Source: an optimization exercise on an open RTL-to-GDS flow (aim: small area). Production flows keep margins and buffers that such runs may drop.
Where RTL was checked, it was by simulation tests only, not by an equivalence proof against the original.

==> run a: inputs <==
## Cordic
module Cordic(input clk, input signed [15:0] Xin, input signed [15:0] Yin, input [15:0] angle,
              output reg signed [15:0] Xout, output reg signed [15:0] Yout);
   reg [15:0] x0, y0;
   reg [1:0]  q0;
   reg [13:0] a0;
   always @(posedge clk) begin
      x0 <= Xin; y0 <= Yin; q0 <= angle[15:14]; a0 <= angle[13:0];
   end
   wire [15:0] ny0;                                  
   assign ny0[0] = y0[0];
   cordic_inc #(15) negy (.a(~y0[15:1]), .ci(~y0[0]), .s(ny0[15:1]));
   wire mx  = q0[1] ^ q0[0];     
   wire my  = ~q0[1];            
   wire mxy = q0[1];             
   wire myy = q0[1] ^ q0[0];     
   wire [15:0] x1n, y1n;
   cordic_rca #(16) addx1 (.a(x0 ^ {16{mx}}),  .b(my  ? ny0 : y0), .ci(mx),  .s(x1n));
   cordic_rca #(16) addy1 (.a(x0 ^ {16{mxy}}), .b(myy ? ny0 : y0), .ci(mxy), .s(y1n));
   wire [13:0] z1 = {~a0[13], a0[12:0]};            
   wire [13:0] z2n;                                  
   cordic_zstep #(14, 16'h12e4, 2) zs1 (.z(z1), .neg(z1[13]), .zn(z2n));
   reg [15:0] x1, y1;
   reg        d1;
   reg [13:0] z2;
   always @(posedge clk) begin
      x1 <= x1n; y1 <= y1n; d1 <= z1[13]; z2 <= z2n;
   end
   wire [15:0] x2n, y2n;
   cordic_rca #(16) ax1 (.a(x1), .b({{1{y1[15]}}, y1[15:1]} ^ {16{~d1}}), .ci(~d1), .s(x2n));
   cordic_rca #(16) ay1 (.a(y1), .b({{1{x1[15]}}, x1[15:1]} ^ {16{d1}}),  .ci(d1),  .s(y2n));
   wire [12:0] z3n;                                  
   cordic_zstep #(13, 16'h09fb, 0) zs2 (.z(z2[12:0]), .neg(z2[13]), .zn(z3n));
   reg [15:0] x2, y2; reg d2; reg [12:0] z3;
   always @(posedge clk) begin
      x2 <= x2n; y2 <= y2n; d2 <= z2[13]; z3 <= z3n;
   end
   wire [15:0] x3n, y3n;
   cordic_rca #(16) ax2 (.a(x2), .b({{2{y2[15]}}, y2[15:2]} ^ {16{~d2}}), .ci(~d2), .s(x3n));
   cordic_rca #(16) ay2 (.a(y2), .b({{2{x2[15]}}, x2[15:2]} ^ {16{d2}}),  .ci(d2),  .s(y3n));
   wire [11:0] z4n;                                  
  ...
export LEC_CHECK = 0
export CAP_MARGIN = 20
export CORE_MARGIN = 2
export CORE_UTILIZATION = 60
export CTS_BUF_LIST = sky130_fd_sc_hd__clkbuf_16
export CTS_CLUSTER_DIAMETER = 60
export CTS_CLUSTER_SIZE = 24
export SLEW_MARGIN = 20
export SYNTH_HIERARCHICAL = 1
create_clock -name core_clock -period 7.0 [get_ports {clk}]
run.sh (not shown) runs the stock make flow with config.mk's settings and CLKGATE_MAP_FILE= SYNTH_SCRIPT=/design/flow/synth_recipe.tcl, a recipe that flattens the netlist after the stock synthesis.
==> inputs of run b, as changes to run a <==
- CORE_UTILIZATION: 60 -> 40
- CTS_BUF_LIST: sky130_fd_sc_hd__clkbuf_16 -> unset
- CTS_CLUSTER_DIAMETER: 60 -> unset
- CTS_CLUSTER_SIZE: 24 -> unset
==> comparison <==
- In synthesized area, run a and run b do not differ.
- In run b the die area is higher than in run a, by about 50%.
- In run a the setup slack is lower than in run b, by 0.013 ns.
- In flip-flop and latch count, run b and run a do not differ.
- In synthesized cell count, run b and run a do not differ.
- Between run b and run a, the lower worst hold slack is in run b (gap 0.0077 ns).
- Against run a, the first-iteration DRC count of run b is lower by 3.8%.
Function was not checked in any run of this note: the RTL went through the layout flow alone.

* * *

==> job 301: inputs <==
Another version of the RTL of Cordic (not shown whole).
// Cordic
module Cordic(input clk, input signed [15:0] Xin, input signed [15:0] Yin, input [15:0] angle,
              output reg signed [15:0] Xout, output reg signed [15:0] Yout);
==> module cordic_zstep, before the edit <==
module cordic_zstep #(parameter N = 14, parameter [15:0] A = 16'h0, parameter L = 0)
                     (input [N-1:0] z, input neg, output [N-1:0] zn);
   localparam [15:0] NA = ~A + 16'd1;
   wire [N:0] c;
   genvar k;
   generate
      if (L > 0) begin : lo
         assign zn[L-1:0] = z[L-1:0];
      end
      assign zn[L] = ~z[L];
      assign c[L+1] = z[L];
      for (k = L + 1; k < N; k = k + 1) begin : gb
         if (k == N - 1) begin : top
            wire t;
            cordic_xor xt (.a(z[k]), .b(A[k] ? neg : ~neg), .y(t));
            cordic_xor xs (.a(t), .b(c[k]), .y(zn[k]));
         end else if (A[k] == 1'b0 && NA[k] == 1'b0) begin : h0
            cordic_ha u (.a(z[k]), .b(c[k]), .s(zn[k]), .co(c[k+1]));
         end else if (A[k] == 1'b1 && NA[k] == 1'b1) begin : h1
            cordic_fa u (.a(z[k]), .b(1'b1), .c(c[k]), .s(zn[k]), .co(c[k+1]));
         end else if (A[k] == 1'b1) begin : fp
            cordic_fa u (.a(z[k]), .b(neg), .c(c[k]), .s(zn[k]), .co(c[k+1]));
         end else begin : fn
            cordic_fa u (.a(z[k]), .b(~neg), .c(c[k]), .s(zn[k]), .co(c[k+1]));
         end
      end
   endgenerate
endmodule
Settings: LEC_CHECK=0, CAP_MARGIN=5, CORE_MARGIN=2, CORE_UTILIZATION=70, PLACE_DENSITY=0.75, SLEW_MARGIN=5, SYNTH_HIERARCHICAL=1; clock period 7.0 ns.
standard.sh (not shown) runs the stock make flow with config.mk's settings and CLKGATE_MAP_FILE= SYNTH_SCRIPT=/design/flow/synth_recipe.tcl, a recipe that flattens the netlist after the stock synthesis.
==> flow/flow/run.sh <==
#!/bin/bash
# The standard layout (standard synthesis included), except that the port
# buffers use the smallest buffer cell and clock tree synthesis adds no dummy
# loads. ORFS keeps each step's log under orfs/logs/; the make output goes to
# standard.log.
set -euo pipefail
export BUFFER_PORTS_ARGS="-buffer_cell sky130_fd_sc_hd__buf_1"
export CTS_ARGS="-sink_clustering_enable -repair_clock_nets -dont_use_dummy_load -buf_list sky130_fd_sc_hd__clkbuf_8 -sink_clustering_size 18 -sink_clustering_max_diameter 80"
bash standard.sh > standard.log 2>&1
==> job 5788: changes against job 301 <==
--- a/flow/design.v
+++ b/flow/design.v
@@ -34,19 +34,17 @@
    generate
       if (L > 0) begin : lo
          assign zn[L-1:0] = z[L-1:0];
       end
       assign zn[L] = ~z[L];
       assign c[L+1] = z[L];
       for (k = L + 1; k < N; k = k + 1) begin : gb
          if (k == N - 1) begin : top
-            wire t;
-            cordic_xor xt (.a(z[k]), .b(A[k] ? neg : ~neg), .y(t));
-            cordic_xor xs (.a(t), .b(c[k]), .y(zn[k]));
+            assign zn[k] = z[k] ^ c[k] ^ (A[k] == NA[k] ? A[k] : (A[k] ? neg : ~neg));
          end else if (A[k] == 1'b0 && NA[k] == 1'b0) begin : h0
             cordic_ha u (.a(z[k]), .b(c[k]), .s(zn[k]), .co(c[k+1]));
          end else if (A[k] == 1'b1 && NA[k] == 1'b1) begin : h1
             cordic_fa u (.a(z[k]), .b(1'b1), .c(c[k]), .s(zn[k]), .co(c[k+1]));
          end else if (A[k] == 1'b1) begin : fp
             cordic_fa u (.a(z[k]), .b(neg), .c(c[k]), .s(zn[k]), .co(c[k+1]));
          end else begin : fn
             cordic_fa u (.a(z[k]), .b(~neg), .c(c[k]), .s(zn[k]), .co(c[k+1]));
==> flow/config.mk (replaced) <==
export PLATFORM = sky130hd
export DESIGN_NAME = Cordic
export DESIGN_NICKNAME = Cordic
export VERILOG_FILES = /design/flow/design.v
export SDC_FILE = /design/flow/constraint.sdc
export NUM_CORES = 4
export LEC_CHECK = 0
export CAP_MARGIN = 5
export CORE_MARGIN = 2
export CORE_UTILIZATION = 80
export PLACE_DENSITY = 0.85
export SLEW_MARGIN = 5
export SYNTH_HIERARCHICAL = 1
==> job 4442: changes against job 301 <==
--- a/flow/design.v
+++ b/flow/design.v
@@ -4,22 +4,16 @@
 endmodule
 module cordic_ha(input a, input b, output s, output co);
    assign s = a ^ b;
    assign co = a & b;
 endmodule
 module cordic_xor(input a, input b, output y);
    assign y = a ^ b;
 endmodule
-module cordic_xnor(input a, input b, output y);
-   assign y = ~(a ^ b);
-endmodule
-module cordic_or(input a, input b, output y);
-   assign y = a | b;
-endmodule
 module cordic_rca #(parameter N = 16) (input [N-1:0] a, input [N-1:0] b, input ci, output [N-1:0] s);
    wire [N:0] c;
    wire t;
    assign c[0] = ci;
    genvar k;
    generate for (k = 0; k < N - 1; k = k + 1) begin : gb
       cordic_fa u (.a(a[k]), .b(b[k]), .c(c[k]), .s(s[k]), .co(c[k+1]));
    end endgenerate
@@ -33,21 +27,17 @@
    genvar k;
    generate
       if (L > 0) begin : lo
          assign zn[L-1:0] = z[L-1:0];
       end
       assign zn[L] = ~z[L];
       assign c[L+1] = z[L];
       for (k = L + 1; k < N; k = k + 1) begin : gb
-         if (k == N - 1) begin : top
-            wire t;
-            cordic_xor xt (.a(z[k]), .b(A[k] ? neg : ~neg), .y(t));
-            cordic_xor xs (.a(t), .b(c[k]), .y(zn[k]));
-         end else if (A[k] == 1'b0 && NA[k] == 1'b0) begin : h0
+         if (A[k] == 1'b0 && NA[k] == 1'b0) begin : h0
             cordic_ha u (.a(z[k]), .b(c[k]), .s(zn[k]), .co(c[k+1]));
          end else if (A[k] == 1'b1 && NA[k] == 1'b1) begin : h1
             cordic_fa u (.a(z[k]), .b(1'b1), .c(c[k]), .s(zn[k]), .co(c[k+1]));
          end else if (A[k] == 1'b1) begin : fp
             cordic_fa u (.a(z[k]), .b(neg), .c(c[k]), .s(zn[k]), .co(c[k+1]));
          end else begin : fn
             cordic_fa u (.a(z[k]), .b(~neg), .c(c[k]), .s(zn[k]), .co(c[k+1]));
          end
@@ -87,50 +77,50 @@
    wire s15, c16; cordic_fa f16 (.a(w[0]), .b(u[3]), .c(u[5]), .s(s15), .co(c16));
    wire s17, c18; cordic_fa f18 (.a(w[1]), .b(u[4]), .c(u[6]), .s(s17), .co(c18));
    wire s19, c20; cordic_fa f20 (.a(w[2]), .b(u[5]), .c(u[7]), .s(s19), .co(c20));
    wire s21, c22; cordic_fa f22 (.a(u[0]), .b(w[3]), .c(u[6]), .s(s21), .co(c22));
    wire s23, c24; cordic_ha h24 (.a(u[8]), .b(u[9]), .s(s23), .co(c24));
    wire s25, c26; cordic_fa f26 (.a(u[1]), .b(w[4]), .c(u[7]), .s(s25), .co(c26));
    wire s27, c28; cordic_fa f28 (.a(u[9]), .b(u[10]), .c(w[12]), .s(s27), .co(c28));
    wire s29, c30; cordic_fa f30 (.a(u[8]), .b(u[10]), .c(u[11]), .s(s29), .co(c30));
-   wire s31, c32; cordic_xnor f32 (.a(w[13]), .b(s1), .y(s31)); cordic_or o32 (.a(w[13]), .b(s1), .y(c32));
+   wire s31, c32; cordic_fa f32 (.a(w[13]), .b(s1), .c(1'b1), .s(s31), .co(c32));
    wire s33, c34; cordic_fa f34 (.a(u[9]), .b(u[11]), .c(u[12]), .s(s33), .co(c34));
    wire s35, c36; cordic_fa f36 (.a(w[14]), .b(s3), .c(c2), .s(s35), .co(c36));
-   wire s37, c38; cordic_xnor f38 (.a(u[13]), .b(w[15]), .y(s37)); cordic_or o38 (.a(u[13]), .b(w[15]), .y(c38));
+   wire s37, c38; cordic_fa f38 (.a(u[13]), .b(w[15]), .c(1'b1), .s(s37), .co(c38));
    wire s39, c40; cordic_fa f40 (.a(s5), .b(s7), .c(c4), .s(s39), .co(c40));
-   wire s41, c42; cordic_xnor f42 (.a(u[14]), .b(s9), .y(s41)); cordic_or o42 (.a(u[14]), .b(s9), .y(c42));
+   wire s41, c42; cordic_fa f42 (.a(u[14]), .b(s9), .c(1'b1), .s(s41), .co(c42));
    wire s43, c44; cordic_fa f44 (.a(s11), .b(c6), .c(c8), .s(s43), .co(c44));
    wire s45, c46; cordic_fa f46 (.a(u[12]), .b(u[14]), .c(u[15]), .s(s45), .co(c46));
    wire s47, c48; cordic_fa f48 (.a(s13), .b(c10), .c(c12), .s(s47), .co(c48));
    wire s49, c50; cordic_fa f50 (.a(u[5]), .b(u[7]), .c(w[10]), .s(s49), .co(c50));
    wire s51, c52; cordic_fa f52 (.a(u[13]), .b(u[15]), .c(c14), .s(s51), .co(c52));
    wire s53, c54; cordic_fa f54 (.a(u[6]), .b(u[8]), .c(w[11]), .s(s53), .co(c54));
    wire s55; assign s55 = ~u[14];
    wire s57, c58; cordic_fa f58 (.a(u[7]), .b(u[9]), .c(w[12]), .s(s57), .co(c58));
    wire s59, c60; cordic_ha h60 (.a(u[8]), .b(u[10]), .s(s59), .co(c60));
    wire s61, c62; cordic_ha h62 (.a(u[9]), .b(u[11]), .s(s61), .co(c62));
    wire s63, c64; cordic_ha h64 (.a(u[0]), .b(u[2]), .s(s63), .co(c64));
    wire s65, c66; cordic_fa f66 (.a(u[1]), .b(u[3]), .c(u[4]), .s(s65), .co(c66));
    wire s67, c68; cordic_fa f68 (.a(u[2]), .b(u[4]), .c(u[5]), .s(s67), .co(c68));
-   wire s69, c70; cordic_xnor f70 (.a(u[6]), .b(w[8]), .y(s69)); cordic_or o70 (.a(u[6]), .b(w[8]), .y(c70));
+   wire s69, c70; cordic_fa f70 (.a(u[6]), .b(w[8]), .c(1'b1), .s(s69), .co(c70));
    wire s71, c72; cordic_fa f72 (.a(u[7]), .b(w[9]), .c(s17), .s(s71), .co(c72));
    wire s73, c74; cordic_fa f74 (.a(u[8]), .b(w[10]), .c(s19), .s(s73), .co(c74));
    wire s75, c76; cordic_fa f76 (.a(w[11]), .b(s21), .c(s23), .s(s75), .co(c76));
    wire s77, c78; cordic_fa f78 (.a(s25), .b(s27), .c(c22), .s(s77), .co(c78));
    wire s79, c80; cordic_fa f80 (.a(s29), .b(s31), .c(c26), .s(s79), .co(c80));
    wire s81, c82; cordic_fa f82 (.a(s33), .b(s35), .c(c30), .s(s81), .co(c82));
    wire s83, c84; cordic_fa f84 (.a(s37), .b(s39), .c(c34), .s(s83), .co(c84));
    wire s85, c86; cordic_fa f86 (.a(s41), .b(s43), .c(c38), .s(s85), .co(c86));
    wire s87, c88; cordic_fa f88 (.a(s45), .b(s47), .c(c42), .s(s87), .co(c88));
    wire s89, c90; cordic_fa f90 (.a(s49), .b(s51), .c(c46), .s(s89), .co(c90));
    wire s91, c92; cordic_fa f92 (.a(s53), .b(s55), .c(c50), .s(s91), .co(c92));
    wire s93, c94; cordic_fa f94 (.a(u[15]), .b(s57), .c(c54), .s(s93), .co(c94));
-   wire s95, c96; cordic_xnor f96 (.a(w[13]), .b(s59), .y(s95)); cordic_or o96 (.a(w[13]), .b(s59), .y(c96));
-   wire s97, c98; cordic_xnor f98 (.a(w[14]), .b(s61), .y(s97)); cordic_or o98 (.a(w[14]), .b(s61), .y(c98));
+   wire s95, c96; cordic_fa f96 (.a(w[13]), .b(s59), .c(1'b1), .s(s95), .co(c96));
+   wire s97, c98; cordic_fa f98 (.a(w[14]), .b(s61), .c(1'b1), .s(s97), .co(c98));
    wire s99, c100; cordic_fa f100 (.a(u[10]), .b(u[12]), .c(w[15]), .s(s99), .co(c100));
    wire s101, c102; cordic_ha h102 (.a(u[11]), .b(u[13]), .s(s101), .co(c102));
    wire s103, c104; cordic_ha h104 (.a(u[12]), .b(u[14]), .s(s103), .co(c104));
    wire s105, c106; cordic_ha h106 (.a(u[0]), .b(u[1]), .s(s105), .co(c106));
    wire s107, c108; cordic_fa f108 (.a(u[1]), .b(u[2]), .c(w[4]), .s(s107), .co(c108));
    wire s109, c110; cordic_fa f110 (.a(u[3]), .b(w[5]), .c(s63), .s(s109), .co(c110));
    wire s111, c112; cordic_fa f112 (.a(w[6]), .b(s65), .c(c64), .s(s111), .co(c112));
    wire s113, c114; cordic_fa f114 (.a(w[7]), .b(s67), .c(c66), .s(s113), .co(c114));
@@ -145,18 +135,18 @@
    wire s131, c132; cordic_fa f132 (.a(c40), .b(s85), .c(c84), .s(s131), .co(c132));
    wire s133, c134; cordic_fa f134 (.a(c44), .b(s87), .c(c86), .s(s133), .co(c134));
    wire s135, c136; cordic_fa f136 (.a(c48), .b(s89), .c(c88), .s(s135), .co(c136));
    wire s137, c138; cordic_fa f138 (.a(c52), .b(s91), .c(c90), .s(s137), .co(c138));
    wire s139, c140; cordic_fa f140 (.a(u[14]), .b(s93), .c(c92), .s(s139), .co(c140));
    wire s141, c142; cordic_fa f142 (.a(c58), .b(s95), .c(c94), .s(s141), .co(c142));
    wire s143, c144; cordic_fa f144 (.a(c60), .b(s97), .c(c96), .s(s143), .co(c144));
    wire s145, c146; cordic_fa f146 (.a(c62), .b(s99), .c(c98), .s(s145), .co(c146));
-   wire s147, c148; cordic_xnor f148 (.a(s101), .b(c100), .y(s147)); cordic_or o148 (.a(s101), .b(c100), .y(c148));
-   wire s149, c150; cordic_xnor f150 (.a(s103), .b(c102), .y(s149)); cordic_or o150 (.a(s103), .b(c102), .y(c150));
+   wire s147, c148; cordic_fa f148 (.a(s101), .b(c100), .c(1'b1), .s(s147), .co(c148));
+   wire s149, c150; cordic_fa f150 (.a(s103), .b(c102), .c(1'b1), .s(s149), .co(c150));
    wire s151, c152; cordic_fa f152 (.a(u[13]), .b(u[15]), .c(c104), .s(s151), .co(c152));
    wire s153; assign s153 = ~u[14];
    wire g168 = u[0] & w[2];
    wire p169 = u[0] | w[2];
    wire g170 = w[3] & s105;
    wire p171 = w[3] | s105;
    wire g172 = s107 & c106;
    wire p173 = s107 | c106;
@@ -223,17 +213,17 @@
    wire t249, r250; cordic_ha g250 (.a(s143), .b(c142), .s(t249), .co(r250));
    wire t251, r252; cordic_fa g252 (.a(s145), .b(c144), .c(r250), .s(t251), .co(r252));
    wire t253, r254; cordic_fa g254 (.a(s147), .b(c146), .c(r252), .s(t253), .co(r254));
    wire t255, r256; cordic_fa g256 (.a(s149), .b(c148), .c(r254), .s(t255), .co(r256));
    wire t257, r258; cordic_fa g258 (.a(s151), .b(c150), .c(r256), .s(t257), .co(r258));
    wire t259, r260; cordic_fa g260 (.a(s153), .b(c152), .c(r258), .s(t259), .co(r260));
    wire t261, r262; cordic_fa g262 (.a(u[15]), .b(u[14]), .c(r260), .s(t261), .co(r262));
    wire t263 = ~r262;
-   wire t264, r265; cordic_xnor g265 (.a(s143), .b(c142), .y(t264)); cordic_or o265 (.a(s143), .b(c142), .y(r265));
+   wire t264, r265; cordic_fa g265 (.a(s143), .b(c142), .c(1'b1), .s(t264), .co(r265));
    wire t266, r267; cordic_fa g267 (.a(s145), .b(c144), .c(r265), .s(t266), .co(r267));
    wire t268, r269; cordic_fa g269 (.a(s147), .b(c146), .c(r267), .s(t268), .co(r269));
    wire t270, r271; cordic_fa g271 (.a(s149), .b(c148), .c(r269), .s(t270), .co(r271));
    wire t272, r273; cordic_fa g273 (.a(s151), .b(c150), .c(r271), .s(t272), .co(r273));
    wire t274, r275; cordic_fa g275 (.a(s153), .b(c152), .c(r273), .s(t274), .co(r275));
    wire t276, r277; cordic_fa g277 (.a(u[15]), .b(u[14]), .c(r275), .s(t276), .co(r277));
    wire t278 = ~r277;
    wire q279 = r233 ? r277 : r262;
==> metrics.md <==
| Metric | Value |
|---|---|
| Met2 wire len | `17.4 mm` |
| Vias | `9520` |
| DRT met1 WL | `10.3 mm` |
| Fin worst setup slack | `about 0.32 ns` |
| Outcome | `finished clean` |
| Cell Area, Synth | `20600 um2` |
| Cells after Synth | `between 1000 and 1500` |
| Fill cells | `~1900` |
| Crit-path max FO | `3` |
That was job 301.
==> metrics.md <==
| Metric | Value |
|---|---|
| Vias | `9762` |
| Outcome | `finished clean` |
| Synth-to-Final Area Change | `4.94%` |
| Crit-path max FO | `5` |
| Cells after Synth | `1393` |
| Fin worst setup slack | `0.202 ns` |
| Sequential share of cell area | `0.358` |
| DRT met1 WL | `10.6 mm` |
| Final Setup Violations | `0` |
That was job 5788.
==> metrics.md <==
| Metric | Value |
|---|---|
| Cells after Synth | `1377` |
| Met2 wire len | `between 15 and 20 mm` |
| Fin worst setup slack | `0.243 ns` |
| Crit-path max FO | `3` |
| Vias | `9511` |
| Fill cells | `1919` |
| Cell Area, Synth | `20800 um2` |
| Outcome | `finished clean` |
That was job 4442.

## re-timing with driven ports
How much do the figures lean on ideal ports? The routed layouts below were timed once more, with nothing changed but the port constraints. Step 1: set_driving_cell puts a clkbuf_16 on clk and a buf_2 on each other input, an assumption about the parent block. Step 2 times the ports against the registers' clock, not the clock port: input delays grow and output delays shrink by t, the midpoint of the rising clock arrivals with the driver on. Three values: no drivers, after step 1, after step 2; two values: the first two.
run	t (ns)	setup WS [ns]	hold slack, ns	worst setup path after step 2	cell pins on the clock port's net
run a	0.589	0.177 / 0.177 / 0.177	0.332 / 0.332 / 0.332	register to register	1
run b	0.627	0.190 / 0.190 / 0.190	0.324 / 0.324 / 0.324	register to register	1
job 301	0.609	0.322 / 0.322 / 0.322	0.334 / 0.334 / 0.334	register to register	1
job 5788	0.606	0.202 / 0.202 / 0.202	0.335 / 0.335 / 0.335	register to register	1
job 4442	0.607	0.243 / 0.243 / 0.243	0.330 / 0.330 / 0.330	register to register	1
After both steps setup and hold are still met in every run listed.
